Background: an optimization exercise with open tools, aiming at small area and a short achievable clock period. Do not read the settings as production practice.
Where RTL was checked, it was by simulation tests only, not by an equivalence proof against the original.

==> inputs of run A <==
Design cordic_top, start of the top module:
module cordic_top (
    input  wire        clk,
    input  wire [31:0] x_start,
    input  wire [31:0] y_start,
    input  wire [31:0] angle,
    output wire [31:0] sine,
    output wire [31:0] cosine
);
export LEC_CHECK = 0
export ABC_AREA = 1
export CAP_MARGIN = 20
export CORE_MARGIN = 2
export CORE_UTILIZATION = 40
export SLEW_MARGIN = 60
create_clock -name core_clock -period 200.0 [get_ports {clk}]
run.sh (not shown) runs the stock make flow with config.mk's settings and CLKGATE_MAP_FILE= SYNTH_SCRIPT=/design/flow/synth_recipe.tcl, a recipe that flattens the netlist after the stock synthesis.
==> run C (differences from run A) <==
--- a/flow/config.mk
+++ b/flow/config.mk
@@ -11,2 +11,2 @@
 export CORE_UTILIZATION = 40
-export SLEW_MARGIN = 60
+export SLEW_MARGIN = 20
==> summary.txt <==
* Clk_skew at 0.02749 ns
* Design Area, Final at 0.1146 mm²
* Status: finished clean
* Overall Global Routing Usage at 0.1947
* Sequential fraction of total cell area at 0.02938
* Vias in the first global route at 90,380
(the above is from run A)
==> summary.txt <==
* Design Area, Final at 0.1139 mm²
* Clk_skew at 0.02585 ns
* Vias in the first global route at 90,190
* Status: finished clean
* Overall Global Routing Usage at 0.1951
* CP delay by family, top: compound AO/OA/AOI/OAI gates
* Sequential fraction of total cell area at 0.02955
(the above is from run C)
Function was not checked in any run of this note: the RTL went through the layout flow alone.

---

==> yarrow: inputs <==
Another version of the RTL of cordic_top (not shown whole).
Settings: LEC_CHECK=0, ABC_AREA=1, CAP_MARGIN=20, CORE_MARGIN=2, CORE_UTILIZATION=40, SLEW_MARGIN=20; clock period 200.0 ns.
==> cedar: changes against yarrow <==
--- a/flow/design.v
+++ b/flow/design.v
@@ -560,16 +560,20 @@
     wire [10:0] ry32_b = rx32_tx ^ {11{~d2[31]}};
     wire [10:0] rx32;
     add11_sk rx32_add (.a(rx31), .b(rx32_b), .ci(d2[31]), .s(rx32));
     wire [10:0] ry32;
     add11_sk ry32_add (.a(ry31), .b(ry32_b), .ci(~d2[31]), .s(ry32));
-    wire [22:0] cos_v_hi = xt_u + {{21{rx32[10]}}, rx32[10:9]};
-    wire [31:0] cos_v_v = {cos_v_hi, rx32[8:0]};
-    wire [31:0] cos_v = (cos_v_v ^ {32{cn_r2}}) + {31'd0, cn_r2};
-    wire [22:0] sin_v_hi = yt_u + {{21{ry32[10]}}, ry32[10:9]};
-    wire [31:0] sin_v_v = {sin_v_hi, ry32[8:0]};
-    wire [31:0] sin_v = (sin_v_v ^ {32{sn_r2}}) + {31'd0, sn_r2};
+    wire cos_v_z = ~|rx32[8:0];
+    wire [2:0] cos_v_e = {rx32[10], rx32[10:9]} - {2'b00, cn_r2 & cos_v_z};
+    wire [22:0] cos_v_hi = (xt_u + {{20{cos_v_e[2]}}, cos_v_e}) ^ {23{cn_r2}};
+    wire [8:0] cos_v_lo = (rx32[8:0] ^ {9{cn_r2}}) + {8'd0, cn_r2};
+    wire [31:0] cos_v = {cos_v_hi, cos_v_lo};
+    wire sin_v_z = ~|ry32[8:0];
+    wire [2:0] sin_v_e = {ry32[10], ry32[10:9]} - {2'b00, sn_r2 & sin_v_z};
+    wire [22:0] sin_v_hi = (yt_u + {{20{sin_v_e[2]}}, sin_v_e}) ^ {23{sn_r2}};
+    wire [8:0] sin_v_lo = (ry32[8:0] ^ {9{sn_r2}}) + {8'd0, sn_r2};
+    wire [31:0] sin_v = {sin_v_hi, sin_v_lo};
     assign cosine = cos_v;
     assign sine   = sin_v;
 endmodule
 module add32_sk (
     input  wire [31:0] a,
--- a/flow/config.mk
+++ b/flow/config.mk
@@ -6,7 +6,8 @@
 export NUM_CORES = 4
 export LEC_CHECK = 0
 export ABC_AREA = 1
 export CAP_MARGIN = 20
 export CORE_MARGIN = 2
-export CORE_UTILIZATION = 40
+export CORE_UTILIZATION = 50
+export PLACE_DENSITY = 0.7
 export SLEW_MARGIN = 20
==> notes <==
yarrow passed the timing, DRC and antenna checks. cedar finished with timing, DRC and antenna clean. Flip-flop and latch count is the same in yarrow and cedar. In yarrow the worst hold slack is lower than in cedar, by 0.012 ns. Of yarrow and cedar, cedar has the higher global-route usage (gap 6.6 points). Via count: yarrow is smaller than cedar (1.8%). Clock-buffer cell count is the same in yarrow and cedar. Between yarrow and cedar, the lower core utilization is in yarrow (gap 10 points). In yarrow the sequential share of layout area is lower than in cedar, by 0.10 points. Between yarrow and cedar, the lower clock skew is in yarrow (gap 0.0032 ns).
==> figures <==
metric                                                                     yarrow             cedar
Run status                                       no timing/DRC/antenna violations  no timing/DRC/antenna violations
Inserted Diodes                                                                13                 0
Average cell area after synthesis                                     7.049 sq um       7.056 sq um
Vias in the first global route                                              72700             76490
Number of standard cells after synthesis                                    12740             12450
Met1 GRT Util                                                              24.64%            30.87%
Vias/cell                                                                   4.786             5.183
Post-place instance area                                              94870 sq um       92220 sq um
R2r endpoint                                                     y_r2[17]$_DFF_P_  x_r2[17]$_DFF_P_
Net count after synthesis                                                   14820             14540
Proportion of synthesized chip area in sequential cells                    3.768%            3.850%
WL met2                                                                 109700 um         119500 um
Final worst path period share                                              34.51%            34.76%
Post-route worst hold slack                                             0.3318 ns         0.3433 ns
Number of cell instances on the worst register-to-register path               356               337

---

==> inputs of run a <==
cordic_top, a different RTL version from the one above (not shown whole).
==> flow/config.mk <==
export PLATFORM = sky130hd
export DESIGN_NAME = cordic_top
export DESIGN_NICKNAME = cordic_top
export VERILOG_FILES = /design/flow/design.v
export SDC_FILE = /design/flow/constraint.sdc
export NUM_CORES = 4
export LEC_CHECK = 0
export ABC_AREA = 1
export CAP_MARGIN = 20
export CORE_MARGIN = 2
export CORE_UTILIZATION = 40
export SLEW_MARGIN = 20
==> flow/constraint.sdc <==
create_clock -name core_clock -period 200.0 [get_ports {clk}]
set_input_delay 40.0000 -clock core_clock [delete_from_list [all_inputs] [get_ports {clk}]]
set_output_delay 40.0000 -clock core_clock [all_outputs]
set_load 0.01 [all_outputs]
standard.sh (not shown) runs the stock make flow with config.mk's settings and CLKGATE_MAP_FILE= SYNTH_SCRIPT=/design/flow/synth_recipe.tcl, a recipe that flattens the netlist after the stock synthesis.
==> flow/flow/run.sh <==
#!/bin/bash
# Standard ORFS layout, with the repair_timing passes that ORFS already runs
# (after CTS and after global routing) asked for extra setup margin, so that
# they size and buffer the long datapath below the 200 ns clock.
set -euo pipefail
MARGIN=145
sed -e "s/\"\${@:-finish}\"/SETUP_SLACK_MARGIN=$MARGIN \"\${@:-finish}\"/" standard.sh > standard_margin.sh
grep -q "SETUP_SLACK_MARGIN=$MARGIN" standard_margin.sh
bash standard_margin.sh > standard.log 2>&1
==> run b (differences from run a) <==
==> flow/run.sh (new file) <==
#!/bin/bash
# synth_recipe.tcl (not shown) runs the flow's synth.tcl, then flattens the netlist and writes it again
# the make line also repeats each setting of config.mk as NAME=value (left out here)
make -C /OpenROAD-flow-scripts/flow DESIGN_CONFIG=/design/flow/config.mk WORK_HOME=/design/flow/orfs CLKGATE_MAP_FILE= SYNTH_SCRIPT=/design/flow/synth_recipe.tcl finish
--- a/flow/config.mk
+++ b/flow/config.mk
@@ -8,5 +8,5 @@
 export ABC_AREA = 1
 export CAP_MARGIN = 20
 export CORE_MARGIN = 2
-export CORE_UTILIZATION = 40
+export CORE_UTILIZATION = 65
 export SLEW_MARGIN = 20
removed: flow/flow/run.sh
removed: flow/standard.sh
==> run c (differences from run a) <==
==> flow/run.sh (new file) <==
#!/bin/bash
# synth_recipe.tcl (not shown) runs the flow's synth.tcl, then flattens the netlist and writes it again
# the make line also repeats each setting of config.mk as NAME=value (left out here)
make -C /OpenROAD-flow-scripts/flow DESIGN_CONFIG=/design/flow/config.mk WORK_HOME=/design/flow/orfs CLKGATE_MAP_FILE= SYNTH_SCRIPT=/design/flow/synth_recipe.tcl finish
removed: flow/flow/run.sh
removed: flow/standard.sh
==> summary.txt <==
item                                                                         run a         run b         run c
Outcome                                           no timing/DRC/antenna violations  no timing/DRC/antenna violations  no timing/DRC/antenna violations
Crit path largest cell delay                                                660 ps        860 ps        870 ps
Multi-input gates                                                            12600         12600         12600
Met2 routed wirelength                                                      169 mm        115 mm        129 mm
Average routed wire per standard cell                                      16.0 um       13.8 um       13.7 um
Number of fillers in the final layout                                        25500         15700         28600
Estimated wirelength of the detail-placed design                            246 mm        224 mm        242 mm
Clock network latency to the later pin of the worst-skew pair               550 ps        520 ps        520 ps
Final critical path time including I/O delays and setup                   65600 ps      69130 ps      69060 ps
Crit share post-route                                                        0.328         0.346         0.345
Crit path to                                                              sine[31]    cosine[31]    cosine[31]
Metal3 WL                                                                  14.1 mm       7.38 mm       4.65 mm
Count of buffering cells on the critical path with inverters included           74            12            13
Antenna violations before repair                                                15             1             5
Sequential cell area share                                                  0.0244        0.0300        0.0296
Via count normalized by instance count                                        5.06          5.22          4.81
Final core area utilization                                                  0.519         0.682         0.426
Worst reg-to-reg setup slack                                             146940 ps     132570 ps     132860 ps
Pin slew with the least headroom to its limit                              1370 ps       1040 ps       1150 ps
Multi-input logic area                                                 0.102 sq mm  0.0914 sq mm  0.0915 sq mm
Unrepaired setup endpoints after global routing                               true         false         false
Data arrival time of the worst path                                       25600 ps      29140 ps      29050 ps

---

==> 07-01: inputs <==
cordic_top with an RTL version that a note above also has.
==> flow/design.v (excerpt) <==
module cordic_top (
    input  wire        clk,
    input  wire [31:0] x_start,
    input  wire [31:0] y_start,
    input  wire [31:0] angle,
    output wire [31:0] sine,
    output wire [31:0] cosine
);
Settings: LEC_CHECK=0, ABC_AREA=1, CAP_MARGIN=20, CORE_MARGIN=2, CORE_UTILIZATION=40, SLEW_MARGIN=20; clock period 200.0 ns.
run.sh (not shown) runs the stock make flow with config.mk's settings and CLKGATE_MAP_FILE= SYNTH_SCRIPT=/design/flow/synth_recipe.tcl, a recipe that flattens the netlist after the stock synthesis.
Stock flow here: none of the scripts above is used.
==> 10-12 (differences from 07-01) <==
CORE_UTILIZATION = 55   (was 40)
PLACE_DENSITY = 0.8   (was unset)
==> comparison table <==
metric	07-01	10-12
Result of the run	finished clean	finished clean
Initial antenna violation count	1	3
Total routed wirelength	210 mm	202 mm
Post-route cell area	93500 sq um	92500 sq um
Core area	219000 sq um	159000 sq um
Area of the multi-input gates	75200 sq um	75200 sq um
Sequential portion of the cell area	3.63%	3.66%
Number of diodes	1	0
Worst reg2reg setup slack	134.39 ns	133.86 ns
Detail Route met3 WL	4.02 mm	6.22 mm
Share of final layout cell area taken by clock buffers and inverters	0.645%	0.672%
Iteration-0 DRC count of the detailed router	2826	3799

[port drivers added, routing unchanged]
In the flow no input, the clock included, has a driving cell. The finished layouts below were timed again as built, in two steps.
Step 1 (the two cells are an assumption about what drives the block):
set clk [get_ports {clk}]
set_driving_cell -lib_cell sky130_fd_sc_hd__clkbuf_16 $clk
set_driving_cell -lib_cell sky130_fd_sc_hd__buf_2 [delete_from_list [all_inputs] $clk]
Step 2 also shifts input and output timing later by t, the mid clock arrival at the registers, as if the neighbouring blocks saw the same clock.
a / b / c = ideal / step 1 / step 2; a / b = the first two.
run	shift t [ns]	setup slack, ns	slew at the worst register clock pin (ns)
run A of note 1	0.595	131.238 / 131.146 / 131.741	0.09 / 0.09
run C of note 1	0.597	130.870 / 130.778 / 131.374	0.09 / 0.09
yarrow	0.610	130.975 / 130.886 / 131.496	0.11 / 0.11
cedar	0.626	130.482 / 130.403 / 131.029	0.11 / 0.11
run a of note 3	0.631	134.398 / 134.305 / 134.936	0.11 / 0.11
run b of note 3	0.595	130.865 / 130.779 / 131.374	0.09 / 0.09
run c of note 3	0.597	130.945 / 130.857 / 131.454	0.09 / 0.09
07-01	0.607	131.295 / 131.217 / 131.824	0.10 / 0.10
10-12	0.608	131.410 / 131.335 / 131.943	0.09 / 0.09
After both steps every run listed still meets setup and hold.
